Background: an optimization exercise with open tools, aiming at small area, a short achievable clock period and few clock cycles per item. Do not read the settings as production practice. Only simulation tests tie the RTL to the original design; equivalence was not proved.

==> design/flow/design.v <==
module rsa_row #(parameter K = 0, parameter W = 12) (
    input  [W-1:0]  R, B,
    input  [11:0]   X, TB,
    input           en,
    output [W-1:0]  RO,
    output [11:0]   XO,
    output          qo
);
    localparam WR = W - K;
    localparam WX = 12 - K;
    wire [WR:0]   c;
    wire [WR-1:0] d;
    wire [WX:0]   cx;
    wire [WX-1:0] sx;
    assign c[0]  = 1'b1;
    assign cx[0] = 1'b0;
    genvar j;
    generate for (j = 0; j < WR; j = j + 1) begin : bt
        wire x = R[K+j];
        wire y = ~B[j];
        assign d[j]   = x ^ y ^ c[j];
        assign c[j+1] = (x & y) | (x & c[j]) | (y & c[j]);
    end endgenerate
    wire q = en & c[WR];
    wire [WX-1:0] tb = TB[WX-1:0] & {WX{q}};
    generate for (j = 0; j < WX; j = j + 1) begin : bx
        wire x = X[K+j];
        wire y = tb[j];
        assign sx[j]   = x ^ y ^ cx[j];
        assign cx[j+1] = (x & y) | (x & cx[j]) | (y & cx[j]);
    end endgenerate
    assign qo = q;
    generate if (K == 0) begin : k0
        assign RO = q ? d : R;
        assign XO = sx;
    end else begin : kn
        assign RO = {q ? d : R[W-1:K], R[K-1:0]};
        assign XO = {sx, X[K-1:0]};
    end endgenerate
endmodule
module rsa_add #(parameter W = 12) (
    input  [W-1:0] a, b,
    input          ci,
    output [W-1:0] s,
    output         co
);
    wire [W:0] c;
    assign c[0] = ci;
    genvar j;
    generate for (j = 0; j < W; j = j + 1) begin : bt
        assign s[j]   = a[j] ^ b[j] ^ c[j];
        assign c[j+1] = (a[j] & b[j]) | (a[j] & c[j]) | (b[j] & c[j]);
    end endgenerate
    assign co = c[W];
endmodule
module rsa_cneg #(parameter W = 12) (
    input  [W-1:0] x,
    input          n,
    output [W-1:0] y
);
    wire [W-1:0] xi = x ^ {W{n}};
    wire [W:0]   c;
    assign c[0] = n;
    genvar j;
    generate for (j = 0; j < W; j = j + 1) begin : bt
        assign y[j]   = xi[j] ^ c[j];
        assign c[j+1] = xi[j] & c[j];
    end endgenerate
endmodule
module rsa_prep (
    input  [5:0]  p, q,
    output [11:0] N, Eu
);
    wire [11:0] acc [0:5];
    assign acc[0] = {6'd0, p & {6{q[0]}}};
    genvar i;
    generate for (i = 1; i < 6; i = i + 1) begin : mr
        wire [6:0] s;
        wire       co;
        rsa_add #(.W(6)) u_a (.a(acc[i-1][i+5:i]), .b(p & {6{q[i]}}), .ci(1'b0), .s(s[5:0]), .co(co));
        assign s[6] = co;
        if (i < 5) begin : lo
            assign acc[i] = {{(5-i){1'b0}}, s, acc[i-1][i-1:0]};
        end else begin : hi
            assign acc[i] = {s[6:0], acc[i-1][4:0]};
        end
    end endgenerate
    assign N = acc[5];
    wire [11:0] np = {6'h3f, ~p};
    wire [11:0] nq;
    rsa_cneg #(.W(12)) u_nq (.x({6'd0, q}), .n(1'b1), .y(nq));
    wire [11:0] cs = N ^ np ^ nq;
    wire [11:0] cc = (N & np) | (N & nq) | (np & nq);
    wire        co2;
    rsa_add #(.W(12)) u_e (.a(cs), .b({cc[10:0], 1'b1}), .ci(1'b1), .s(Eu), .co(co2));
endmodule
module rsa_rrow #(parameter K = 0, parameter W = 12) (
    input  [W-1:0]  R, B,
    input           en,
    output [W-1:0]  RO,
    output          qo
);
    localparam WR = W - K;
    wire [WR:0]   c;
    wire [WR-1:0] d;
    assign c[0] = 1'b1;
    genvar j;
    generate for (j = 0; j < WR; j = j + 1) begin : bt
        wire x = R[K+j];
        wire y = ~B[j];
        assign d[j]   = x ^ y ^ c[j];
        assign c[j+1] = (x & y) | (x & c[j]) | (y & c[j]);
    end endgenerate
    wire q = en & c[WR];
    assign qo = q;
    generate if (K == 0) begin : k0
        assign RO = q ? d : R;
    end else begin : kn
        assign RO = {q ? d : R[W-1:K], R[K-1:0]};
    end endgenerate
endmodule
module rsa_tb4 #(parameter I = 0, parameter TW = 12) (
    input  [TW-1:0] X, TB,
    input           q2, q1, q0,
    output [TW-1:0] XO
);
    localparam WX = TW - 2 * I;
    wire one = q1 ^ q0;
    wire two = (q2 & ~q1 & ~q0) | (~q2 & q1 & q0);
    wire neg = q2;
    wire [WX-1:0] tb  = TB[WX-1:0];
    wire [WX-1:0] tb2;
    wire [WX:0]   c;
    wire [WX-1:0] s;
    generate if (WX > 1) begin : t2
        assign tb2 = {TB[WX-2:0], 1'b0};
    end else begin : t1
        assign tb2 = 1'b0;
    end endgenerate
    wire [WX-1:0] pp  = ((tb & {WX{one}}) | (tb2 & {WX{two}})) ^ {WX{neg}};
    assign c[0] = neg;
    genvar j;
    generate for (j = 0; j < WX; j = j + 1) begin : bt
        wire x = X[2*I+j];
        wire y = pp[j];
        assign s[j]   = x ^ y ^ c[j];
        assign c[j+1] = (x & y) | (x & c[j]) | (y & c[j]);
    end endgenerate
    generate if (I == 0) begin : i0
        assign XO = s;
    end else begin : in
        assign XO = {s, X[2*I-1:0]};
    end endgenerate
endmodule
module rsa_key #(parameter WIDTH = 6) (
    input                    clk,
    input                    rst_n,
    input                    in_valid,
    output                   in_ready,
    input  [WIDTH-1:0]       IN_P,
    input  [WIDTH-1:0]       IN_Q,
    input  [WIDTH*2-1:0]     IN_E,
    output reg               out_valid,
    output reg [WIDTH*2-1:0] OUT_N,
    output reg [WIDTH*2-1:0] OUT_D
);
assign in_ready = 1'b1;
reg v0;
reg [5:0] p0, q0;
reg [11:0] e0;
always @(posedge clk or negedge rst_n)
    if (~rst_n) v0 <= 1'b0; else v0 <= in_valid;
always @(posedge clk) begin p0 <= IN_P; q0 <= IN_Q; e0 <= IN_E; end
wire [11:0] c_N, c_Eu, c_A0, c_B0;
rsa_prep u_prep (.p(p0), .q(q0), .N(c_N), .Eu(c_Eu));
rsa_cneg #(.W(12)) u_na (.x(c_Eu), .n(c_Eu[11]), .y(c_A0));
rsa_cneg #(.W(12)) u_nb (.x(e0), .n(e0[11]), .y(c_B0));
wire        c_sp0 = ~(c_Eu[11] ^ e0[11]);
wire [10:0] c1_Bw = c_B0;
wire [10:0] c2_A;
wire c3_q;
rsa_rrow #(.K(10), .W(11)) u_d0_k10 (.R(c_A0), .B(c1_Bw), .en((|c_B0 & ~|c_B0[11:1])), .RO(c2_A), .qo(c3_q));
wire [10:0] c4_Bw = c_B0;
wire [10:0] c5_A;
wire c6_q;
rsa_rrow #(.K(9), .W(11)) u_d0_k9 (.R(c2_A), .B(c4_Bw), .en((|c_B0 & ~|c_B0[11:2])), .RO(c5_A), .qo(c6_q));
wire [10:0] c7_Bw = c_B0;
wire [10:0] c8_A;
wire c9_q;
rsa_rrow #(.K(8), .W(11)) u_d0_k8 (.R(c5_A), .B(c7_Bw), .en((|c_B0 & ~|c_B0[11:3])), .RO(c8_A), .qo(c9_q));
wire [10:0] c10_Bw = c_B0;
wire [10:0] c11_A;
wire c12_q;
rsa_rrow #(.K(7), .W(11)) u_d0_k7 (.R(c8_A), .B(c10_Bw), .en((|c_B0 & ~|c_B0[11:4])), .RO(c11_A), .qo(c12_q));
wire [10:0] c13_Bw = c_B0;
wire [10:0] c14_A;
wire c15_q;
rsa_rrow #(.K(6), .W(11)) u_d0_k6 (.R(c11_A), .B(c13_Bw), .en((|c_B0 & ~|c_B0[11:5])), .RO(c14_A), .qo(c15_q));
wire [10:0] c16_Bw = c_B0;
wire [10:0] c17_A;
wire c18_q;
rsa_rrow #(.K(5), .W(11)) u_d0_k5 (.R(c14_A), .B(c16_Bw), .en((|c_B0 & ~|c_B0[11:6])), .RO(c17_A), .qo(c18_q));
wire [10:0] c19_Bw = c_B0;
wire [10:0] c20_A;
wire c21_q;
rsa_rrow #(.K(4), .W(11)) u_d0_k4 (.R(c17_A), .B(c19_Bw), .en((|c_B0 & ~|c_B0[11:7])), .RO(c20_A), .qo(c21_q));
wire [10:0] c22_Bw = c_B0;
wire [10:0] c23_A;
wire c24_q;
rsa_rrow #(.K(3), .W(11)) u_d0_k3 (.R(c20_A), .B(c22_Bw), .en((|c_B0 & ~|c_B0[11:8])), .RO(c23_A), .qo(c24_q));
wire [10:0] c25_Bw = c_B0;
wire [10:0] c26_A;
wire c27_q;
rsa_rrow #(.K(2), .W(11)) u_d0_k2 (.R(c23_A), .B(c25_Bw), .en((|c_B0 & ~|c_B0[11:9])), .RO(c26_A), .qo(c27_q));
wire [10:0] c28_Bw = c_B0;
wire [10:0] c29_A;
wire c30_q;
rsa_rrow #(.K(1), .W(11)) u_d0_k1 (.R(c26_A), .B(c28_Bw), .en((|c_B0 & ~|c_B0[11:10])), .RO(c29_A), .qo(c30_q));
wire [10:0] c31_Bw = c_B0;
wire [10:0] c32_A;
wire c33_q;
rsa_rrow #(.K(0), .W(11)) u_d0_k0 (.R(c29_A), .B(c31_Bw), .en((|c_B0 & ~|c_B0[11:11])), .RO(c32_A), .qo(c33_q));
reg v1;
always @(posedge clk or negedge rst_n)
    if (~rst_n) v1 <= 1'b0; else v1 <= v0;
reg [10:0] s1_A;
always @(posedge clk) s1_A <= c32_A;
reg [11:0] s1_B;
always @(posedge clk) s1_B <= c_B0;
reg s1_sp;
always @(posedge clk) s1_sp <= c_sp0;
reg [11:0] s1_Eu;
always @(posedge clk) s1_Eu <= c_Eu;
reg [11:0] s1_N;
always @(posedge clk) s1_N <= c_N;
reg s1_q10;
always @(posedge clk) s1_q10 <= c3_q;
reg s1_q9;
always @(posedge clk) s1_q9 <= c6_q;
reg s1_q8;
always @(posedge clk) s1_q8 <= c9_q;
reg s1_q7;
always @(posedge clk) s1_q7 <= c12_q;
reg s1_q6;
always @(posedge clk) s1_q6 <= c15_q;
reg s1_q5;
always @(posedge clk) s1_q5 <= c18_q;
reg s1_q4;
always @(posedge clk) s1_q4 <= c21_q;
reg s1_q3;
always @(posedge clk) s1_q3 <= c24_q;
reg s1_q2;
always @(posedge clk) s1_q2 <= c27_q;
reg s1_q1;
always @(posedge clk) s1_q1 <= c30_q;
reg s1_q0;
always @(posedge clk) s1_q0 <= c33_q;
wire [10:0] c34_Q = {s1_q10, s1_q9, s1_q8, s1_q7, s1_q6, s1_q5, s1_q4, s1_q3, s1_q2, s1_q1, s1_q0};
wire c35_bnz = |s1_B;
wire [11:0] c36_A = s1_B;
wire [10:0] c37_B = c35_bnz ? s1_A[10:0] : 11'd0;
wire [10:0] c38_X = 11'd1;
wire [10:0] c39_TB = c34_Q;
wire c40_par = c35_bnz ? ~1'b0 : 1'b0;
wire [11:0] c41_Bw = c37_B;
wire [11:0] c42_A;
wire c43_q;
rsa_rrow #(.K(11), .W(12)) u_d1_k11 (.R(c36_A), .B(c41_Bw), .en((|c37_B & ~|c37_B[10:1])), .RO(c42_A), .qo(c43_q));
wire [11:0] c44_Bw = c37_B;
wire [11:0] c45_A;
wire c46_q;
rsa_rrow #(.K(10), .W(12)) u_d1_k10 (.R(c42_A), .B(c44_Bw), .en((|c37_B & ~|c37_B[10:2])), .RO(c45_A), .qo(c46_q));
wire [11:0] c47_Bw = c37_B;
wire [11:0] c48_A;
wire c49_q;
rsa_rrow #(.K(9), .W(12)) u_d1_k9 (.R(c45_A), .B(c47_Bw), .en((|c37_B & ~|c37_B[10:3])), .RO(c48_A), .qo(c49_q));
wire [10:0] c50_X;
rsa_tb4 #(.I(5), .TW(11)) u_t1_i5 (.X(c38_X), .TB(c39_TB), .q2(c43_q), .q1(c46_q), .q0(c49_q), .XO(c50_X));
wire [11:0] c51_Bw = c37_B;
wire [11:0] c52_A;
wire c53_q;
rsa_rrow #(.K(8), .W(12)) u_d1_k8 (.R(c48_A), .B(c51_Bw), .en((|c37_B & ~|c37_B[10:4])), .RO(c52_A), .qo(c53_q));
wire [11:0] c54_Bw = c37_B;
wire [11:0] c55_A;
wire c56_q;
rsa_rrow #(.K(7), .W(12)) u_d1_k7 (.R(c52_A), .B(c54_Bw), .en((|c37_B & ~|c37_B[10:5])), .RO(c55_A), .qo(c56_q));
wire [10:0] c57_X;
rsa_tb4 #(.I(4), .TW(11)) u_t1_i4 (.X(c50_X), .TB(c39_TB), .q2(c49_q), .q1(c53_q), .q0(c56_q), .XO(c57_X));
wire [11:0] c58_Bw = c37_B;
wire [11:0] c59_A;
wire c60_q;
rsa_rrow #(.K(6), .W(12)) u_d1_k6 (.R(c55_A), .B(c58_Bw), .en((|c37_B & ~|c37_B[10:6])), .RO(c59_A), .qo(c60_q));
wire [11:0] c61_Bw = c37_B;
wire [11:0] c62_A;
wire c63_q;
rsa_rrow #(.K(5), .W(12)) u_d1_k5 (.R(c59_A), .B(c61_Bw), .en((|c37_B & ~|c37_B[10:7])), .RO(c62_A), .qo(c63_q));
wire [10:0] c64_X;
rsa_tb4 #(.I(3), .TW(11)) u_t1_i3 (.X(c57_X), .TB(c39_TB), .q2(c56_q), .q1(c60_q), .q0(c63_q), .XO(c64_X));
wire [11:0] c65_Bw = c37_B;
wire [11:0] c66_A;
wire c67_q;
rsa_rrow #(.K(4), .W(12)) u_d1_k4 (.R(c62_A), .B(c65_Bw), .en((|c37_B & ~|c37_B[10:8])), .RO(c66_A), .qo(c67_q));
wire [11:0] c68_Bw = c37_B;
wire [11:0] c69_A;
wire c70_q;
rsa_rrow #(.K(3), .W(12)) u_d1_k3 (.R(c66_A), .B(c68_Bw), .en((|c37_B & ~|c37_B[10:9])), .RO(c69_A), .qo(c70_q));
wire [10:0] c71_X;
rsa_tb4 #(.I(2), .TW(11)) u_t1_i2 (.X(c64_X), .TB(c39_TB), .q2(c63_q), .q1(c67_q), .q0(c70_q), .XO(c71_X));
wire [11:0] c72_Bw = c37_B;
wire [11:0] c73_A;
wire c74_q;
rsa_rrow #(.K(2), .W(12)) u_d1_k2 (.R(c69_A), .B(c72_Bw), .en((|c37_B & ~|c37_B[10:10])), .RO(c73_A), .qo(c74_q));
wire [11:0] c75_Bw = c37_B;
wire [11:0] c76_A;
wire c77_q;
rsa_rrow #(.K(1), .W(12)) u_d1_k1 (.R(c73_A), .B(c75_Bw), .en((|c37_B)), .RO(c76_A), .qo(c77_q));
wire [10:0] c78_X;
rsa_tb4 #(.I(1), .TW(11)) u_t1_i1 (.X(c71_X), .TB(c39_TB), .q2(c70_q), .q1(c74_q), .q0(c77_q), .XO(c78_X));
wire [11:0] c79_Bw = c37_B;
wire [11:0] c80_A;
wire c81_q;
rsa_rrow #(.K(0), .W(12)) u_d1_k0 (.R(c76_A), .B(c79_Bw), .en((|c37_B)), .RO(c80_A), .qo(c81_q));
reg v2;
always @(posedge clk or negedge rst_n)
    if (~rst_n) v2 <= 1'b0; else v2 <= v1;
reg [11:0] s2_A;
always @(posedge clk) s2_A <= c80_A;
reg [10:0] s2_B;
always @(posedge clk) s2_B <= c37_B;
reg [10:0] s2_X;
always @(posedge clk) s2_X <= c78_X;
reg [10:0] s2_TB;
always @(posedge clk) s2_TB <= c39_TB;
reg s2_par;
always @(posedge clk) s2_par <= c40_par;
reg s2_sp;
always @(posedge clk) s2_sp <= s1_sp;
reg [11:0] s2_Eu;
always @(posedge clk) s2_Eu <= s1_Eu;
reg [11:0] s2_N;
always @(posedge clk) s2_N <= s1_N;
reg s2_q1;
always @(posedge clk) s2_q1 <= c77_q;
reg s2_q0;
always @(posedge clk) s2_q0 <= c81_q;
wire [10:0] c82_X;
rsa_tb4 #(.I(0), .TW(11)) u_t1_i0 (.X(s2_X), .TB(s2_TB), .q2(s2_q1), .q1(s2_q0), .q0(1'b0), .XO(c82_X));
wire c83_bnz = |s2_B;
wire [10:0] c84_A = s2_B;
wire [9:0] c85_B = c83_bnz ? s2_A[9:0] : 10'd0;
wire [10:0] c86_X = s2_TB;
wire [10:0] c87_TB = c82_X;
wire c88_par = c83_bnz ? ~s2_par : s2_par;
wire [10:0] c89_Bw = c85_B;
wire [10:0] c90_A;
wire c91_q;
rsa_rrow #(.K(10), .W(11)) u_d2_k10 (.R(c84_A), .B(c89_Bw), .en((|c85_B & ~|c85_B[9:1])), .RO(c90_A), .qo(c91_q));
wire [10:0] c92_Bw = c85_B;
wire [10:0] c93_A;
wire c94_q;
rsa_rrow #(.K(9), .W(11)) u_d2_k9 (.R(c90_A), .B(c92_Bw), .en((|c85_B & ~|c85_B[9:2])), .RO(c93_A), .qo(c94_q));
wire [10:0] c95_X;
rsa_tb4 #(.I(5), .TW(11)) u_t2_i5 (.X(c86_X), .TB(c87_TB), .q2(1'b0), .q1(c91_q), .q0(c94_q), .XO(c95_X));
wire [10:0] c96_Bw = c85_B;
wire [10:0] c97_A;
wire c98_q;
rsa_rrow #(.K(8), .W(11)) u_d2_k8 (.R(c93_A), .B(c96_Bw), .en((|c85_B & ~|c85_B[9:3])), .RO(c97_A), .qo(c98_q));
wire [10:0] c99_Bw = c85_B;
wire [10:0] c100_A;
wire c101_q;
rsa_rrow #(.K(7), .W(11)) u_d2_k7 (.R(c97_A), .B(c99_Bw), .en((|c85_B & ~|c85_B[9:4])), .RO(c100_A), .qo(c101_q));
wire [10:0] c102_X;
rsa_tb4 #(.I(4), .TW(11)) u_t2_i4 (.X(c95_X), .TB(c87_TB), .q2(c94_q), .q1(c98_q), .q0(c101_q), .XO(c102_X));
wire [10:0] c103_Bw = c85_B;
wire [10:0] c104_A;
wire c105_q;
rsa_rrow #(.K(6), .W(11)) u_d2_k6 (.R(c100_A), .B(c103_Bw), .en((|c85_B & ~|c85_B[9:5])), .RO(c104_A), .qo(c105_q));
wire [10:0] c106_Bw = c85_B;
wire [10:0] c107_A;
wire c108_q;
rsa_rrow #(.K(5), .W(11)) u_d2_k5 (.R(c104_A), .B(c106_Bw), .en((|c85_B & ~|c85_B[9:6])), .RO(c107_A), .qo(c108_q));
wire [10:0] c109_X;
rsa_tb4 #(.I(3), .TW(11)) u_t2_i3 (.X(c102_X), .TB(c87_TB), .q2(c101_q), .q1(c105_q), .q0(c108_q), .XO(c109_X));
wire [10:0] c110_Bw = c85_B;
wire [10:0] c111_A;
wire c112_q;
rsa_rrow #(.K(4), .W(11)) u_d2_k4 (.R(c107_A), .B(c110_Bw), .en((|c85_B & ~|c85_B[9:7])), .RO(c111_A), .qo(c112_q));
wire [10:0] c113_Bw = c85_B;
wire [10:0] c114_A;
wire c115_q;
rsa_rrow #(.K(3), .W(11)) u_d2_k3 (.R(c111_A), .B(c113_Bw), .en((|c85_B & ~|c85_B[9:8])), .RO(c114_A), .qo(c115_q));
wire [10:0] c116_X;
rsa_tb4 #(.I(2), .TW(11)) u_t2_i2 (.X(c109_X), .TB(c87_TB), .q2(c108_q), .q1(c112_q), .q0(c115_q), .XO(c116_X));
wire [10:0] c117_Bw = c85_B;
wire [10:0] c118_A;
wire c119_q;
rsa_rrow #(.K(2), .W(11)) u_d2_k2 (.R(c114_A), .B(c117_Bw), .en((|c85_B & ~|c85_B[9:9])), .RO(c118_A), .qo(c119_q));
wire [10:0] c120_Bw = c85_B;
wire [10:0] c121_A;
wire c122_q;
rsa_rrow #(.K(1), .W(11)) u_d2_k1 (.R(c118_A), .B(c120_Bw), .en((|c85_B)), .RO(c121_A), .qo(c122_q));
wire [10:0] c123_X;
rsa_tb4 #(.I(1), .TW(11)) u_t2_i1 (.X(c116_X), .TB(c87_TB), .q2(c115_q), .q1(c119_q), .q0(c122_q), .XO(c123_X));
wire [10:0] c124_Bw = c85_B;
wire [10:0] c125_A;
wire c126_q;
rsa_rrow #(.K(0), .W(11)) u_d2_k0 (.R(c121_A), .B(c124_Bw), .en((|c85_B)), .RO(c125_A), .qo(c126_q));
wire [10:0] c127_X;
rsa_tb4 #(.I(0), .TW(11)) u_t2_i0 (.X(c123_X), .TB(c87_TB), .q2(c122_q), .q1(c126_q), .q0(1'b0), .XO(c127_X));
wire c128_bnz = |c85_B;
wire [9:0] c129_A = c85_B;
wire [9:0] c130_B = c128_bnz ? c125_A[9:0] : 10'd0;
wire [10:0] c131_X = c87_TB;
wire [10:0] c132_TB = c127_X;
wire c133_par = c128_bnz ? ~c88_par : c88_par;
wire [9:0] c134_Bw = c130_B;
wire [9:0] c135_A;
wire c136_q;
rsa_rrow #(.K(9), .W(10)) u_d3_k9 (.R(c129_A), .B(c134_Bw), .en((|c130_B & ~|c130_B[9:1])), .RO(c135_A), .qo(c136_q));
wire [10:0] c137_X;
rsa_tb4 #(.I(5), .TW(11)) u_t3_i5 (.X(c131_X), .TB(c132_TB), .q2(1'b0), .q1(1'b0), .q0(c136_q), .XO(c137_X));
reg v3;
always @(posedge clk or negedge rst_n)
    if (~rst_n) v3 <= 1'b0; else v3 <= v2;
reg [9:0] s3_A;
always @(posedge clk) s3_A <= c135_A;
reg [9:0] s3_B;
always @(posedge clk) s3_B <= c130_B;
reg [10:0] s3_X;
always @(posedge clk) s3_X <= c137_X;
reg [10:0] s3_TB;
always @(posedge clk) s3_TB <= c132_TB;
reg s3_par;
always @(posedge clk) s3_par <= c133_par;
reg s3_sp;
always @(posedge clk) s3_sp <= s2_sp;
reg [11:0] s3_Eu;
always @(posedge clk) s3_Eu <= s2_Eu;
reg [11:0] s3_N;
always @(posedge clk) s3_N <= s2_N;
reg s3_q9;
always @(posedge clk) s3_q9 <= c136_q;
wire [9:0] c138_Bw = s3_B;
wire [9:0] c139_A;
wire c140_q;
rsa_rrow #(.K(8), .W(10)) u_d3_k8 (.R(s3_A), .B(c138_Bw), .en((|s3_B & ~|s3_B[9:2])), .RO(c139_A), .qo(c140_q));
wire [9:0] c141_Bw = s3_B;
wire [9:0] c142_A;
wire c143_q;
rsa_rrow #(.K(7), .W(10)) u_d3_k7 (.R(c139_A), .B(c141_Bw), .en((|s3_B & ~|s3_B[9:3])), .RO(c142_A), .qo(c143_q));
wire [10:0] c144_X;
rsa_tb4 #(.I(4), .TW(11)) u_t3_i4 (.X(s3_X), .TB(s3_TB), .q2(s3_q9), .q1(c140_q), .q0(c143_q), .XO(c144_X));
wire [9:0] c145_Bw = s3_B;
wire [9:0] c146_A;
wire c147_q;
rsa_rrow #(.K(6), .W(10)) u_d3_k6 (.R(c142_A), .B(c145_Bw), .en((|s3_B & ~|s3_B[9:4])), .RO(c146_A), .qo(c147_q));
wire [9:0] c148_Bw = s3_B;
wire [9:0] c149_A;
wire c150_q;
rsa_rrow #(.K(5), .W(10)) u_d3_k5 (.R(c146_A), .B(c148_Bw), .en((|s3_B & ~|s3_B[9:5])), .RO(c149_A), .qo(c150_q));
wire [10:0] c151_X;
rsa_tb4 #(.I(3), .TW(11)) u_t3_i3 (.X(c144_X), .TB(s3_TB), .q2(c143_q), .q1(c147_q), .q0(c150_q), .XO(c151_X));
wire [9:0] c152_Bw = s3_B;
wire [9:0] c153_A;
wire c154_q;
rsa_rrow #(.K(4), .W(10)) u_d3_k4 (.R(c149_A), .B(c152_Bw), .en((|s3_B & ~|s3_B[9:6])), .RO(c153_A), .qo(c154_q));
wire [9:0] c155_Bw = s3_B;
wire [9:0] c156_A;
wire c157_q;
rsa_rrow #(.K(3), .W(10)) u_d3_k3 (.R(c153_A), .B(c155_Bw), .en((|s3_B & ~|s3_B[9:7])), .RO(c156_A), .qo(c157_q));
wire [10:0] c158_X;
rsa_tb4 #(.I(2), .TW(11)) u_t3_i2 (.X(c151_X), .TB(s3_TB), .q2(c150_q), .q1(c154_q), .q0(c157_q), .XO(c158_X));
wire [9:0] c159_Bw = s3_B;
wire [9:0] c160_A;
wire c161_q;
rsa_rrow #(.K(2), .W(10)) u_d3_k2 (.R(c156_A), .B(c159_Bw), .en((|s3_B & ~|s3_B[9:8])), .RO(c160_A), .qo(c161_q));
wire [9:0] c162_Bw = s3_B;
wire [9:0] c163_A;
wire c164_q;
rsa_rrow #(.K(1), .W(10)) u_d3_k1 (.R(c160_A), .B(c162_Bw), .en((|s3_B & ~|s3_B[9:9])), .RO(c163_A), .qo(c164_q));
wire [10:0] c165_X;
rsa_tb4 #(.I(1), .TW(11)) u_t3_i1 (.X(c158_X), .TB(s3_TB), .q2(c157_q), .q1(c161_q), .q0(c164_q), .XO(c165_X));
wire [9:0] c166_Bw = s3_B;
wire [9:0] c167_A;
wire c168_q;
rsa_rrow #(.K(0), .W(10)) u_d3_k0 (.R(c163_A), .B(c166_Bw), .en((|s3_B)), .RO(c167_A), .qo(c168_q));
wire [10:0] c169_X;
rsa_tb4 #(.I(0), .TW(11)) u_t3_i0 (.X(c165_X), .TB(s3_TB), .q2(c164_q), .q1(c168_q), .q0(1'b0), .XO(c169_X));
wire c170_bnz = |s3_B;
wire [9:0] c171_A = s3_B;
wire [8:0] c172_B = c170_bnz ? c167_A[8:0] : 9'd0;
wire [10:0] c173_X = s3_TB;
wire [10:0] c174_TB = c169_X;
wire c175_par = c170_bnz ? ~s3_par : s3_par;
wire [9:0] c176_Bw = c172_B;
wire [9:0] c177_A;
wire c178_q;
rsa_rrow #(.K(9), .W(10)) u_d4_k9 (.R(c171_A), .B(c176_Bw), .en((|c172_B & ~|c172_B[8:1])), .RO(c177_A), .qo(c178_q));
wire [10:0] c179_X;
rsa_tb4 #(.I(5), .TW(11)) u_t4_i5 (.X(c173_X), .TB(c174_TB), .q2(1'b0), .q1(1'b0), .q0(c178_q), .XO(c179_X));
wire [9:0] c180_Bw = c172_B;
wire [9:0] c181_A;
wire c182_q;
rsa_rrow #(.K(8), .W(10)) u_d4_k8 (.R(c177_A), .B(c180_Bw), .en((|c172_B & ~|c172_B[8:2])), .RO(c181_A), .qo(c182_q));
wire [9:0] c183_Bw = c172_B;
wire [9:0] c184_A;
wire c185_q;
rsa_rrow #(.K(7), .W(10)) u_d4_k7 (.R(c181_A), .B(c183_Bw), .en((|c172_B & ~|c172_B[8:3])), .RO(c184_A), .qo(c185_q));
wire [10:0] c186_X;
rsa_tb4 #(.I(4), .TW(11)) u_t4_i4 (.X(c179_X), .TB(c174_TB), .q2(c178_q), .q1(c182_q), .q0(c185_q), .XO(c186_X));
wire [9:0] c187_Bw = c172_B;
wire [9:0] c188_A;
wire c189_q;
rsa_rrow #(.K(6), .W(10)) u_d4_k6 (.R(c184_A), .B(c187_Bw), .en((|c172_B & ~|c172_B[8:4])), .RO(c188_A), .qo(c189_q));
wire [9:0] c190_Bw = c172_B;
wire [9:0] c191_A;
wire c192_q;
rsa_rrow #(.K(5), .W(10)) u_d4_k5 (.R(c188_A), .B(c190_Bw), .en((|c172_B & ~|c172_B[8:5])), .RO(c191_A), .qo(c192_q));
wire [10:0] c193_X;
rsa_tb4 #(.I(3), .TW(11)) u_t4_i3 (.X(c186_X), .TB(c174_TB), .q2(c185_q), .q1(c189_q), .q0(c192_q), .XO(c193_X));
wire [9:0] c194_Bw = c172_B;
wire [9:0] c195_A;
wire c196_q;
rsa_rrow #(.K(4), .W(10)) u_d4_k4 (.R(c191_A), .B(c194_Bw), .en((|c172_B & ~|c172_B[8:6])), .RO(c195_A), .qo(c196_q));
reg v4;
always @(posedge clk or negedge rst_n)
    if (~rst_n) v4 <= 1'b0; else v4 <= v3;
reg [9:0] s4_A;
always @(posedge clk) s4_A <= c195_A;
reg [8:0] s4_B;
always @(posedge clk) s4_B <= c172_B;
reg [10:0] s4_X;
always @(posedge clk) s4_X <= c193_X;
reg [10:0] s4_TB;
always @(posedge clk) s4_TB <= c174_TB;
reg s4_par;
always @(posedge clk) s4_par <= c175_par;
reg s4_sp;
always @(posedge clk) s4_sp <= s3_sp;
reg [11:0] s4_Eu;
always @(posedge clk) s4_Eu <= s3_Eu;
reg [11:0] s4_N;
always @(posedge clk) s4_N <= s3_N;
reg s4_q5;
always @(posedge clk) s4_q5 <= c192_q;
reg s4_q4;
always @(posedge clk) s4_q4 <= c196_q;
wire [9:0] c197_Bw = s4_B;
wire [9:0] c198_A;
wire c199_q;
rsa_rrow #(.K(3), .W(10)) u_d4_k3 (.R(s4_A), .B(c197_Bw), .en((|s4_B & ~|s4_B[8:7])), .RO(c198_A), .qo(c199_q));
wire [10:0] c200_X;
rsa_tb4 #(.I(2), .TW(11)) u_t4_i2 (.X(s4_X), .TB(s4_TB), .q2(s4_q5), .q1(s4_q4), .q0(c199_q), .XO(c200_X));
wire [9:0] c201_Bw = s4_B;
wire [9:0] c202_A;
wire c203_q;
rsa_rrow #(.K(2), .W(10)) u_d4_k2 (.R(c198_A), .B(c201_Bw), .en((|s4_B & ~|s4_B[8:8])), .RO(c202_A), .qo(c203_q));
wire [9:0] c204_Bw = s4_B;
wire [9:0] c205_A;
wire c206_q;
rsa_rrow #(.K(1), .W(10)) u_d4_k1 (.R(c202_A), .B(c204_Bw), .en((|s4_B)), .RO(c205_A), .qo(c206_q));
wire [10:0] c207_X;
rsa_tb4 #(.I(1), .TW(11)) u_t4_i1 (.X(c200_X), .TB(s4_TB), .q2(c199_q), .q1(c203_q), .q0(c206_q), .XO(c207_X));
wire [9:0] c208_Bw = s4_B;
wire [9:0] c209_A;
wire c210_q;
rsa_rrow #(.K(0), .W(10)) u_d4_k0 (.R(c205_A), .B(c208_Bw), .en((|s4_B)), .RO(c209_A), .qo(c210_q));
wire [10:0] c211_X;
rsa_tb4 #(.I(0), .TW(11)) u_t4_i0 (.X(c207_X), .TB(s4_TB), .q2(c206_q), .q1(c210_q), .q0(1'b0), .XO(c211_X));
wire c212_bnz = |s4_B;
wire [8:0] c213_A = s4_B;
wire [7:0] c214_B = c212_bnz ? c209_A[7:0] : 8'd0;
wire [10:0] c215_X = s4_TB;
wire [10:0] c216_TB = c211_X;
wire c217_par = c212_bnz ? ~s4_par : s4_par;
wire [8:0] c218_Bw = c214_B;
wire [8:0] c219_A;
wire c220_q;
rsa_rrow #(.K(8), .W(9)) u_d5_k8 (.R(c213_A), .B(c218_Bw), .en((|c214_B & ~|c214_B[7:1])), .RO(c219_A), .qo(c220_q));
wire [8:0] c221_Bw = c214_B;
wire [8:0] c222_A;
wire c223_q;
rsa_rrow #(.K(7), .W(9)) u_d5_k7 (.R(c219_A), .B(c221_Bw), .en((|c214_B & ~|c214_B[7:2])), .RO(c222_A), .qo(c223_q));
wire [10:0] c224_X;
rsa_tb4 #(.I(4), .TW(11)) u_t5_i4 (.X(c215_X), .TB(c216_TB), .q2(1'b0), .q1(c220_q), .q0(c223_q), .XO(c224_X));
wire [8:0] c225_Bw = c214_B;
wire [8:0] c226_A;
wire c227_q;
rsa_rrow #(.K(6), .W(9)) u_d5_k6 (.R(c222_A), .B(c225_Bw), .en((|c214_B & ~|c214_B[7:3])), .RO(c226_A), .qo(c227_q));
wire [8:0] c228_Bw = c214_B;
wire [8:0] c229_A;
wire c230_q;
rsa_rrow #(.K(5), .W(9)) u_d5_k5 (.R(c226_A), .B(c228_Bw), .en((|c214_B & ~|c214_B[7:4])), .RO(c229_A), .qo(c230_q));
wire [10:0] c231_X;
rsa_tb4 #(.I(3), .TW(11)) u_t5_i3 (.X(c224_X), .TB(c216_TB), .q2(c223_q), .q1(c227_q), .q0(c230_q), .XO(c231_X));
wire [8:0] c232_Bw = c214_B;
wire [8:0] c233_A;
wire c234_q;
rsa_rrow #(.K(4), .W(9)) u_d5_k4 (.R(c229_A), .B(c232_Bw), .en((|c214_B & ~|c214_B[7:5])), .RO(c233_A), .qo(c234_q));
wire [8:0] c235_Bw = c214_B;
wire [8:0] c236_A;
wire c237_q;
rsa_rrow #(.K(3), .W(9)) u_d5_k3 (.R(c233_A), .B(c235_Bw), .en((|c214_B & ~|c214_B[7:6])), .RO(c236_A), .qo(c237_q));
wire [10:0] c238_X;
rsa_tb4 #(.I(2), .TW(11)) u_t5_i2 (.X(c231_X), .TB(c216_TB), .q2(c230_q), .q1(c234_q), .q0(c237_q), .XO(c238_X));
wire [8:0] c239_Bw = c214_B;
wire [8:0] c240_A;
wire c241_q;
rsa_rrow #(.K(2), .W(9)) u_d5_k2 (.R(c236_A), .B(c239_Bw), .en((|c214_B & ~|c214_B[7:7])), .RO(c240_A), .qo(c241_q));
wire [8:0] c242_Bw = c214_B;
wire [8:0] c243_A;
wire c244_q;
rsa_rrow #(.K(1), .W(9)) u_d5_k1 (.R(c240_A), .B(c242_Bw), .en((|c214_B)), .RO(c243_A), .qo(c244_q));
wire [10:0] c245_X;
rsa_tb4 #(.I(1), .TW(11)) u_t5_i1 (.X(c238_X), .TB(c216_TB), .q2(c237_q), .q1(c241_q), .q0(c244_q), .XO(c245_X));
wire [8:0] c246_Bw = c214_B;
wire [8:0] c247_A;
wire c248_q;
rsa_rrow #(.K(0), .W(9)) u_d5_k0 (.R(c243_A), .B(c246_Bw), .en((|c214_B)), .RO(c247_A), .qo(c248_q));
wire [10:0] c249_X;
rsa_tb4 #(.I(0), .TW(11)) u_t5_i0 (.X(c245_X), .TB(c216_TB), .q2(c244_q), .q1(c248_q), .q0(1'b0), .XO(c249_X));
wire c250_bnz = |c214_B;
wire [7:0] c251_A = c214_B;
wire [7:0] c252_B = c250_bnz ? c247_A[7:0] : 8'd0;
wire [10:0] c253_X = c216_TB;
wire [10:0] c254_TB = c249_X;
wire c255_par = c250_bnz ? ~c217_par : c217_par;
wire f_z = ~|c252_B;
wire [10:0] f_uw = (f_z & ~c255_par) ? c253_X : c254_TB;
wire [11:0] f_u = f_uw;
wire f_neg = s4_sp & ~(f_z ? c255_par : ~c255_par);
wire [11:0] f_Eu = s4_Eu;
wire f_m = (f_neg & |f_u) | f_u[11];   
wire [11:0] f_df, f_ndf;
wire f_ge;
rsa_add #(.W(12)) u_df (.a(f_u), .b(~f_Eu), .ci(1'b1), .s(f_df), .co(f_ge));
rsa_cneg #(.W(12)) u_nd (.x(f_df), .n(1'b1), .y(f_ndf));
wire f_gt = f_ge & |f_df;
wire [11:0] f_D = f_m ? f_ndf : f_gt ? f_df : f_u;
always @(posedge clk or negedge rst_n)
    if (~rst_n) out_valid <= 1'b0; else out_valid <= v4;
always @(posedge clk) begin OUT_N <= s4_N; OUT_D <= f_D; end
endmodule
==> design/flow/run.sh <==
#!/bin/bash
# synth_recipe.tcl (not shown) runs the flow's synth.tcl, then flattens the netlist and writes it again
# the make line also repeats each setting of config.mk as NAME=value (left out here)
make -C /OpenROAD-flow-scripts/flow DESIGN_CONFIG=/design/flow/config.mk WORK_HOME=/design/flow/orfs CLKGATE_MAP_FILE= SYNTH_SCRIPT=/design/flow/synth_recipe.tcl finish
==> design/flow/config.mk <==
export PLATFORM = sky130hd
export DESIGN_NAME = rsa_key
export DESIGN_NICKNAME = rsa_key
export VERILOG_FILES = /design/flow/design.v
export SDC_FILE = /design/flow/constraint.sdc
export NUM_CORES = 4
export LEC_CHECK = 0
export ABC_AREA = 1
export CAP_MARGIN = 20
export CORE_MARGIN = 2
export CORE_UTILIZATION = 40
export CTS_CLUSTER_DIAMETER = 80
export CTS_CLUSTER_SIZE = 30
export SLEW_MARGIN = 20
==> design/flow/constraint.sdc <==
create_clock -name core_clock -period 210.0 [get_ports {clk}]
set_input_delay 42.0000 -clock core_clock [delete_from_list [all_inputs] [get_ports {clk}]]
set_output_delay 42.0000 -clock core_clock [all_outputs]
set_load 0.01 [all_outputs]
==> reports/qor.csv, run 1 <==
stage,metric,value,unit
yosys,"Cell Area, Synth",30400,um2
clock_network,Num CTS Buffers,21,
worst_setup_path,WP data required,168.00,ns
sta,Fmax,23.0,MHz
placed_design,Final HPWL DP,55200,um
worst_setup_path,Crit path buffers/inverters,1,
run_status,status,"complete, no violations",
sta,fin worst setup slack,166.57,ns
worst_setup_path,Top delay family on crit path,buffers and inverters,
route,DRC Markers,0,
worst_setup_path,Max stage delay on crit path,0.54,ns
grt,largest net degree at the start of global routing,31,
yosys,Post-Syn Instances,3523,
sta,setup_tns,0,ns
die,Initial Util,40.2,%
clock_network,Clock Sinks,320,
route,Vias,21800,
sta,Slew headroom,34.6,%
layout,most frequent cells in the layout,"nand2_1 (697), inv_1 (631), fa_1 (462)",
route,WL/cell,14.4,um
route,post-route ant nets,0,
die,Die Wd,280,um
grt,gr ovfl total,0,
clock_network,"Setup Fix Bufs, Post-CTS",0,
clock_network,"Reg clk slew, reported paths",0.10,ns
layout,FILL cells,7492,
placed_design,placed cells,4497,
worst_setup_path,"Worst Path Class, Setup",flop to output port,
sta,Layout Skew,0.0317,ns
clock_network,number of gates resized after CTS,0,
layout,layout cells sized above 1,5.49,%
grt,initial antenna violation count,0,
worst_setup_path,Critical Path AT,1.44,ns
yosys,"EDFF count, synth",0,
route,Routed WL,65100,um
clock_network,CTS Root Buffer Type,clkbuf_16,
placed_design,GP Congestion,0.853,
die,Die ar.,78100,um2
sta,RSZ-0062 raised after global routing,no,
sta,worst slew pin tran,0.978,ns
layout,Ant. Diodes,0,
die,num rows,101,
yosys,Syn Area/Cell,8.62,um2
sta,Final setup viols,0,
layout,"commonest non-fill, non-tap cell in the layout",nand2_1,
layout,FF/Latch Area,6440,um2
worst_setup_path,CP Max Fanout,1,
layout,multi-input logic area,21100,um2
die,num ports,53,
layout,area grow syn2layout,7.33,%
sta,final worst-path cycle share,20.7,%
clock_network,H-tree depth,1,
route,Initial DRT Pass Iterations,5,
run,max_cap viols,0,
grt,global-route wire length before repair,111000,um
yosys,sequential share of the synthesized area,21.2,%
clock_network,cts hold-fix bufs,0,
yosys,ys async rst share,1.88,%
layout,Non-Filler Instances,4531,
yosys,synth unique cells,59,
clock_network,clock latency on the worst-skew pair,0.56,ns
yosys,Synth Register Bits,320,
route,drt first-iter violations,1053,
placed_design,Placement Setup Slack,167.15,ns
worst_setup_path,highest-delay cell along the critical path,clkdlybuf4s50_1,
min_path,Hold Crit Class,flop to flop,
sta,max-slew violations,0,
yosys,Mapped Nets,4138,
layout,nets@finish,4157,
layout,Finished Cell Area,32600,um2
grt,number of global-route vias before repair,21700,
die,overall die height,280,um
worst_setup_path,CP endpoint kind,output port,
grt,gr usage total,17.2,%
clock_network,Clock Path Buffers,3,
worst_setup_path,crit path cell chain,clkdlybuf4s50_1,
placed_design,Placed Area,31900,um2
yosys,ys flop type,dfxtp_1,
placed_design,I/O Buffers,51,
clock_network,TritonCTS clock tree,built,
sta,min cycle time layout,43.44,ns
sta,"Hold Vio Cnt, Final",0,
yosys,Syn. warnings,3,
route,Vias/cell,4.81,
die,core footprint,75600,um2
worst_setup_path,Worst setup SP type,flop,
## layout make-up
type / count / area share (%)
multi-input combinational: 2463 / 64.6
timing repair buffer: 69 / 1.98
inverter: 667 / 7.70
clock inverter: 11 / 0.526
tap: 978 / 3.75
clock buffer: 23 / 1.67
sequential: 320 / 19.7
## stage by stage
stage	hold WS, ns	utilization [%]
global route	0.340	43.1
detailed placement	0.312	42.2
floorplan	0.310	-
CTS	0.333	43.1
finish	0.334	43.1
global placement	0.310	42.2
## state kept, by name, summed over array words and instances, names as in the netlist, 10 cells and up
signal and cells:
OUT_D 12, OUT_N 12, e0 12, s1_B 12, s1_Eu 12, s1_N 12
s2_Eu 12, s2_N 12, s3_Eu 12, s3_N 12, s4_Eu 12, s4_N 12
s1_A 11, s2_B 11, s2_TB 11, s3_TB 11, s3_X 11, s4_TB 11
s4_X 11, s2_A 10, s3_A 10, s3_B 10, s4_A 10
## final timing paths
kind / cells past startpoint / endpoint / slack [ns] / from
worst max register to register: 143 / OUT_D[10] / 169.94 / s4_B[0]
worst min-delay path: 0 / s4_Eu[9] / 0.33 / s3_Eu[9]
worst min register to register: 0 / s4_Eu[9] / 0.33 / s3_Eu[9]
max in group asynchronous: 1 / out_valid / 168.09 / rst_n
min in group asynchronous: 1 / v0 / 41.70 / rst_n
worst max-delay path: 1 / OUT_N[1] / 166.57 / OUT_N[1]
## cells in the mapped netlist (23+ instances only)
cell type	number	area [um2]
o21ai_0	135	676
inv_2	23	86.3
ha_1	126	1580
mux2i_1	42	420
o22ai_1	122	763
fa_1	462	9250
nor2_1	152	571
nand3_1	192	961
dfxtp_1	314	6290
nand4_1	26	163
inv_1	631	2370
clkbuf_1	43	161
and2_1	29	181
xnor2_1	36	315
a31oi_1	40	250
nand2_1	697	2620
xor2_1	198	1730
or2_2	34	213
## per-layer routing
layer  wire length, um  vias to the layer above  track usage (%)  part of all wire (%)
met2             32000                      223             30.2                    49
li1                  -                    11000                -                     -
met4              1080                        0             3.11                   1.7
met1             30500                    10500             23.6                    47
met5                 0                        -                0                     0
met3              1570                       56             1.38                   2.4
## cell families after synthesis
logic type,after synthesis,synth area share [%]
simple gates,1245,18.7
buf+inv,740,9.49
fa+ha+maj,588,35.6
compound gates,353,6.83
flops,320,21.2
xor+xnor,234,6.75
mux,42,1.38
other cells,1,0.0123
Testbench counts, summed over its fixed seeds: cycles 2,448, items 2,400.
==> inputs of run 2 (changes only) <==
==> design/flow/flow/run.sh (new file) <==
#!/bin/bash
set -o pipefail
export BUFFER_PORTS_ARGS="-buffer_cell sky130_fd_sc_hd__buf_2"
export SYNTH_ARGS="-noabc"
bash standard.sh > standard.log 2>&1
status=$?
tail -20 standard.log
exit $status
==> design/flow/standard.sh (new file) <==
#!/bin/bash
# synth_recipe.tcl (not shown) runs the flow's synth.tcl, then flattens the netlist and writes it again
# the make line also repeats each setting of config.mk as NAME=value (left out here)
make -C /OpenROAD-flow-scripts/flow DESIGN_CONFIG=/design/flow/config.mk WORK_HOME=/design/flow/orfs CLKGATE_MAP_FILE= SYNTH_SCRIPT=/design/flow/synth_recipe.tcl "${@:-finish}"
removed: design/flow/run.sh
==> run 2 against run 1 <==
Effect of this change: largest cell class unchanged; clock-buffer cell count is 1 lower; fmax increased by 0.92%; cell count is 4.5% lower; routed wire length down 1.3%; area after synthesis fell by 1.7%; utilization up 0.097 points; first-iteration DRC count grew 4.1%; via count fell by 3.4%; global-route usage grew 0.24 points; register-to-register slack lost 1.8 ns; clock skew grew 0.0066 ns.
==> reports/qor.csv, run 2 <==
stage,metric,value,unit,change
run_status,status,"complete, no violations",,unchanged
layout,area grow syn2layout,7.41,%,was 7.33%
grt,gr usage total,17.5,%,was 17.2%
clock_network,CTS Root Buffer Type,clkbuf_16,,unchanged
worst_setup_path,Crit path buffers/inverters,1,,unchanged
clock_network,cts hold-fix bufs,0,,unchanged
route,WL met1,28900,um,"was 30,500 um"
worst_setup_path,CP Max Fanout,1,,unchanged
yosys,Mapped Nets,3986,,"was 4,138"
sta,worst hold margin,0.331,ns,was 0.334 ns
die,num rows,100,,was 101
worst_setup_path,WP data required,168.00,ns,about the same
yosys,Post-Syn Instances,3305,,"was 3,523"
worst_setup_path,CP endpoint kind,output port,,unchanged
sta,worst slew pin tran,1.01,ns,was 0.978 ns
worst_setup_path,crit path cell chain,buf_2,,was clkdlybuf4s50_1
grt,initial antenna violation count,0,,unchanged
route,met3 WL,1880,um,was 1570 um
layout,most frequent cells in the layout,"nand2_1 (728), fa_1 (483), inv_1 (426)",,"was nand2_1 (697), inv_1 (631), fa_1 (462)"
clock_network,Num CTS Buffers,22,,was 21
yosys,Syn Area/Cell,9.03,um2,was 8.62 um2
yosys,Syn. warnings,3,,unchanged
sta,Final setup viols,0,,unchanged
die,core footprint,74200,um2,"was 75,600 um2"
yosys,sequential share of the synthesized area,21.6,%,was 21.2%
layout,Ant. Diodes,0,,unchanged
die,Initial Util,40.2,%,about the same
layout,FILL cells,7350,,"was 7,492"
grt,number of global-route vias before repair,21800,,"was 21,700"
placed_design,GP Congestion,0.871,,was 0.853
route,WL/cell,14.9,um,was 14.4 um
placed_design,I/O Buffers,51,,unchanged
worst_setup_path,"Worst Path Class, Setup",flop to output port,,unchanged
route,Routed WL,64300,um,"was 65,100 um"
die,Die Wd,277,um,was 280 um
yosys,ys async rst share,1.88,%,unchanged
worst_setup_path,Critical Path AT,1.04,ns,was 1.44 ns
route,post-route ant nets,0,,unchanged
clock_network,Clock Path Buffers,3,,unchanged
layout,"commonest non-fill, non-tap cell in the layout",nand2_1,,unchanged
yosys,synth cell count leaders,"nand2_1 (728), fa_1 (483), inv_1 (426)",,"was nand2_1 (697), inv_1 (631), fa_1 (462)"
layout,layout cells sized above 1,7.27,%,was 5.49%
min_path,Hold Crit Class,flop to flop,,unchanged
route,drt first-iter violations,1096,,"was 1,053"
grt,largest net degree at the start of global routing,31,,unchanged
worst_setup_path,highest-delay cell along the critical path,dfrtp_1,,was clkdlybuf4s50_1
grt,gr ovfl total,0,,unchanged
worst_setup_path,R2R depth,149,,was 143
layout,nets@finish,4021,,"was 4,157"
sta,min cycle time layout,43.04,ns,was 43.44 ns
clock_network,"Reg clk slew, reported paths",0.10,ns,about the same
yosys,synth unique cells,55,,was 59
clock_network,number of gates resized after CTS,0,,unchanged
route,DRC Markers,0,,unchanged
worst_setup_path,Worst setup SP type,flop,,unchanged
route,Routed met2 length,32200,um,"was 32,000 um"
sta,max-slew violations,0,,unchanged
clock_network,H-tree depth,1,,unchanged
route,Initial DRT Pass Iterations,5,,unchanged
route,Top Metal Used,met4,,unchanged
yosys,ys flop type,dfxtp_1,,unchanged
yosys,most common cell in the synthesized netlist,nand2_1,,unchanged
yosys,"area leader, netlist",fa_1,,unchanged
die,num ports,53,,unchanged
die,overall die height,277,um,was 280 um
sta,Slew headroom,32.3,%,was 34.6%
yosys,top post-synthesis cells by area,"fa_1 (32%), dfxtp_1 (21%), nand2_1 (9.2%)",,"was fa_1 (30%), dfxtp_1 (21%), nand2_1 (8.6%)"
sta,RSZ-0062 raised after global routing,no,,unchanged
yosys,post-synth top area share,32.4,%,was 30.5%
worst_setup_path,Max stage delay on crit path,0.36,ns,was 0.54 ns
sta,final worst-path cycle share,20.5,%,was 20.7%
grt,global-route wire length before repair,111000,um,about the same
route,Vias/cell,4.87,,was 4.81
sta,Layout Skew,0.0383,ns,was 0.0317 ns
placed_design,Final HPWL DP,53900,um,"was 55,200 um"
route,Vias,21100,,"was 21,800"
min_path,Hold Path Depth,0,,unchanged
worst_setup_path,Top delay family on crit path,flip-flops,,was buffers and inverters
clock_network,clock latency on the worst-skew pair,0.59,ns,was 0.56 ns
yosys,Synth Register Bits,320,,unchanged
sta,Fmax,23.2,MHz,was 23.0 MHz
yosys,"Cell Area, Synth",29900,um2,"was 30,400 um2"
clock_network,"Setup Fix Bufs, Post-CTS",0,,unchanged
yosys,"EDFF count, synth",0,,unchanged
clock_network,Clock Sinks,320,,unchanged
clock_network,TritonCTS clock tree,built,,unchanged
sta,setup_tns,0,ns,unchanged
die,Die ar.,76900,um2,"was 78,100 um2"
run,max_cap viols,0,,unchanged
worst_setup_path,Critical Path Stages,1,,unchanged
sta,"Hold Vio Cnt, Final",0,,unchanged
## run 2: layout make-up
type	instances	area (um2)	share of cell area (%)
Timing Repair Buffer	78	458	1.43
Inverter	463	1750	5.45
Clock inverter	18	338	1.05
Tap cell	969	1210	3.78
Clock buffer	22	551	1.72
Multi-Input combinational cell	2455	21300	66.5
Sequential cell	320	6440	20.1
## run 2: worst paths after layout
kind	slack, ns	end	from
setup / recovery	166.96	out_valid	out_valid
min in group asynchronous	41.22	v1	rst_n
setup reg to reg	168.12	OUT_D[9]	s4_B[0]
max in group asynchronous	168.61	out_valid	rst_n
hold / removal	0.33	s3_N[7]	s2_N[7]
hold reg to reg	0.33	s3_N[7]	s2_N[7]
## run 2: per-layer routing
metal  global-route usage [%]  up-vias
met3                     1.61       78
met4                     3.60        0
met2                     31.1      294
met1                     23.1    10200
met5                        0        -
li1                         -    10500
## run 2: stage by stage
stage / std cells / setup WS, ns / area, um2 / utilization (%)
final: 4325 / 166.96 / 32100 / 43.2
after global routing: 4325 / 165.54 / 32100 / 43.2
after CTS: 4325 / 166.93 / 32100 / 43.2
after detailed placement: 4285 / 167.54 / 31200 / 42.0
after global placement: 4285 / 167.54 / 31200 / 42.0
after floorplan: 3305 / 167.62 / 29900 / -
## run 2: cell families (layout without fill, tap and decap cells)
family | after synthesis | count (layout) | synth area share, %
compound gates | 368 | 368 | 7.26
simple gates | 1199 | 1199 | 17.7
buf+inv | 530 | 581 | 7.06
fa+ha+maj | 654 | 654 | 39.5
other cells | 1 | 1 | 0.0126
mux | 12 | 12 | 0.415
flops | 320 | 320 | 21.6
xor+xnor | 221 | 221 | 6.48
==> inputs of run 3 (changes only) <==
==> design/flow/flow/run.sh (replaced) <==
#!/bin/bash
set -o pipefail
export BUFFER_PORTS_ARGS="-buffer_cell sky130_fd_sc_hd__buf_2"
export SYNTH_ARGS="-noabc"
export DONT_USE_CELLS="sky130_fd_sc_hd__ha_1 sky130_fd_sc_hd__ha_2 sky130_fd_sc_hd__ha_4"
bash standard.sh > standard.log 2>&1
status=$?
tail -20 standard.log
exit $status
==> run 3 against run 2 <==
Effect of this change: sequential share of layout area unchanged; register-to-register slack hardly changed; fmax stayed put; cell count did not move; clock skew is the same; via count unchanged; cell area unchanged; first-iteration DRC count unchanged; die area did not move; setup slack stayed put; critical path depth unchanged; routed wire length is the same; critical endpoint unchanged; largest cell class unchanged.
==> reports/qor.csv, run 3 <==
stage,metric,value,unit,change
yosys,Post-Syn Instances,3305,,unchanged
yosys,most common cell in the synthesized netlist,nand2_1,,unchanged
yosys,"area leader, netlist",fa_1,,unchanged
worst_setup_path,highest-delay cell along the critical path,dfrtp_1,,unchanged
sta,"Hold Vio Cnt, Final",0,,unchanged
sta,Slew headroom,32.3,%,unchanged
sta,Final setup viols,0,,unchanged
clock_network,"Reg clk slew, reported paths",0.10,ns,about the same
yosys,"EDFF count, synth",0,,unchanged
yosys,post-synth top area share,32.4,%,unchanged
yosys,Mapped Nets,3986,,unchanged
worst_setup_path,Worst setup SP type,flop,,unchanged
run_status,status,"complete, no violations",,unchanged
yosys,top post-synthesis cells by area,"fa_1 (32%), dfxtp_1 (21%), nand2_1 (9.2%)",,unchanged
yosys,ys flop type,dfxtp_1,,unchanged
yosys,"Cell Area, Synth",29900,um2,unchanged
clock_network,clock latency on the worst-skew pair,0.59,ns,about the same
sta,min cycle time layout,43.04,ns,unchanged
die,num ports,53,,unchanged
worst_setup_path,CP endpoint kind,output port,,unchanged
route,Routed WL,64300,um,unchanged
worst_setup_path,"Worst Path Class, Setup",flop to output port,,unchanged
clock_network,"Setup Fix Bufs, Post-CTS",0,,unchanged
die,num rows,100,,unchanged
route,WL/cell,14.9,um,unchanged
grt,largest net degree at the start of global routing,31,,unchanged
clock_network,H-tree depth,1,,unchanged
die,Die ar.,76900,um2,unchanged
layout,most frequent cells in the layout,"nand2_1 (728), fa_1 (483), inv_1 (426)",,unchanged
clock_network,number of gates resized after CTS,0,,unchanged
sta,RSZ-0062 raised after global routing,no,,unchanged
layout,FF/Latch Area,6440,um2,unchanged
sta,Layout Skew,0.0383,ns,unchanged
placed_design,Placement Setup Slack,167.54,ns,unchanged
yosys,Synth Register Bits,320,,unchanged
sta,worst hold margin,0.331,ns,unchanged
die,core footprint,74200,um2,unchanged
yosys,Syn. warnings,3,,unchanged
route,Vias/cell,4.87,,unchanged
route,DRC Markers,0,,unchanged
layout,nets@finish,4021,,unchanged
sta,max-slew violations,0,,unchanged
layout,Ant. Diodes,0,,unchanged
placed_design,GP Congestion,0.871,,unchanged
grt,gr usage total,17.5,%,unchanged
yosys,synth cell count leaders,"nand2_1 (728), fa_1 (483), inv_1 (426)",,unchanged
layout,"commonest non-fill, non-tap cell in the layout",nand2_1,,unchanged
worst_setup_path,Top delay family on crit path,flip-flops,,unchanged
yosys,Syn Area/Cell,9.03,um2,unchanged
sta,final worst-path cycle share,20.5,%,unchanged
layout,multi-input logic area,21300,um2,unchanged
sta,worst slew pin tran,1.01,ns,unchanged
route,Vias,21100,,unchanged
route,Initial DRT Pass Iterations,5,,unchanged
clock_network,CTS Root Buffer Type,clkbuf_16,,unchanged
layout,area grow syn2layout,7.41,%,unchanged
layout,FILL cells,7350,,unchanged
yosys,synth unique cells,55,,unchanged
grt,number of global-route vias before repair,21800,,unchanged
grt,gr ovfl total,0,,unchanged
worst_setup_path,crit path cell chain,buf_2,,unchanged
worst_setup_path,WP data required,168.00,ns,about the same
route,drt first-iter violations,1096,,unchanged
grt,global-route wire length before repair,111000,um,unchanged
yosys,ys async rst share,1.88,%,unchanged
clock_network,Clock Sinks,320,,unchanged
sta,fin worst setup slack,166.96,ns,unchanged
die,Die Wd,277,um,unchanged
yosys,sequential share of the synthesized area,21.6,%,unchanged
die,overall die height,277,um,unchanged
clock_network,TritonCTS clock tree,built,,unchanged
die,Initial Util,40.2,%,unchanged
worst_setup_path,Critical Path AT,1.04,ns,about the same
sta,setup_tns,0,ns,unchanged
min_path,Hold Crit Class,flop to flop,,unchanged
grt,initial antenna violation count,0,,unchanged
clock_network,Num CTS Buffers,22,,unchanged
sta,Fmax,23.2,MHz,unchanged
placed_design,I/O Buffers,51,,unchanged
worst_setup_path,Max stage delay on crit path,0.36,ns,about the same
clock_network,Clock Path Buffers,3,,unchanged
run,max_cap viols,0,,unchanged
layout,layout cells sized above 1,7.27,%,unchanged
worst_setup_path,Crit path buffers/inverters,1,,unchanged
placed_design,Final HPWL DP,53900,um,unchanged
route,post-route ant nets,0,,unchanged
worst_setup_path,CP Max Fanout,1,,unchanged
clock_network,cts hold-fix bufs,0,,unchanged
run 3: cell counts after synthesis:
No cell type changed its count.
run 3: cell families after synthesis:
logic type / synth area share [%]
compound gates: 7.26
xor+xnor: 6.48
fa+ha+maj: 39.5
buf+inv: 7.06
flops: 21.6
mux: 0.415
other cells: 0.0126
simple gates: 17.7
run 3: cell type report:
type | instances | share of cell area, %
timing repair buffer | 78 | 1.43
clock inverter | 18 | 1.05
inverter | 463 | 5.45
sequential | 320 | 20.1
clock buffer | 22 | 1.72
multi-input combinational | 2455 | 66.5
tap | 969 | 3.78
run 3: worst reg2reg max path, delay by kind of cell (launching register included):
family | cells | cell delay [ns]
AOI/OAI and AO/OA | 14 | 1.90
xor gates and xnor gates | 5 | 1.01
adders and majority gates | 76 | 29.72
buffers and inverters | 15 | 2.36
DFF | 1 | 0.38
and+or+nand+nor | 39 | 6.49
run 3: worst paths after layout:
| kind | startpoint | end | slack (ns) | cells after the start |
|---|---|---|---|---|
| setup reg to reg | s4_B[0] | OUT_D[9] | 168.12 | 149 |
| setup / recovery | out_valid | out_valid | 166.96 | 1 |
| max in group asynchronous | rst_n | out_valid | 168.61 | 1 |
| min in group asynchronous | rst_n | v1 | 41.22 | 1 |
| hold / removal | s2_N[7] | s3_N[7] | 0.33 | 0 |
| hold reg to reg | s2_N[7] | s3_N[7] | 0.33 | 0 |
run 3: per-layer routing:
layer | vias up | GRT usage [%] | routed length [um] | share of wire [%]
li1 | 10500 | - | - | -
met1 | 10200 | 23.1 | 28900 | 45
met2 | 294 | 31.1 | 32200 | 50
met3 | 78 | 1.61 | 1880 | 2.9
met4 | 0 | 3.60 | 1380 | 2.1
met5 | - | 0 | 0 | 0
run 3: stage by stage:
stage | area, um2 | util (%) | std cells
6_report | 32100 | 43.2 | 4325
5_1_grt | 32100 | 43.2 | 4325
4_1_cts | 32100 | 43.2 | 4325
3_5_place_dp | 31200 | 42.0 | 4285
3_3_place_gp | 31200 | 42.0 | 4285
2_1_floorplan | 29900 | - | 3305

[afterwards: timing with drivers on the ports]
No port has a modelled driver above. Below, the same layouts with a new extraction and two added sets of constraints.
Step 1: set_driving_cell puts a clkbuf_16 on clk and a buf_2 on each other input, an assumption about the parent block.
Step 2 moves the port delays by t, midway between the first and last clock arrival at a register: inputs arrive t later, outputs are due t later. That takes back most of the time a late clock gives input paths.
Three values: ideal, step 1, step 2; two values: the first two.
run | shift t [ns] | slack for setup (ns) | hold slack, ns | latest minus earliest clock arrival (ns)
run 1 | 0.613 | 166.565 / 166.498 / 167.111 | 0.334 / 0.334 / 0.334 | 0.036 / 0.035
run 2 | 0.633 | 166.960 / 166.900 / 167.532 | 0.331 / 0.331 / 0.331 | 0.042 / 0.043
run 3 | 0.633 | 166.960 / 166.900 / 167.532 | 0.331 / 0.331 / 0.331 | 0.042 / 0.043
After both steps setup and hold are still met in every run listed.
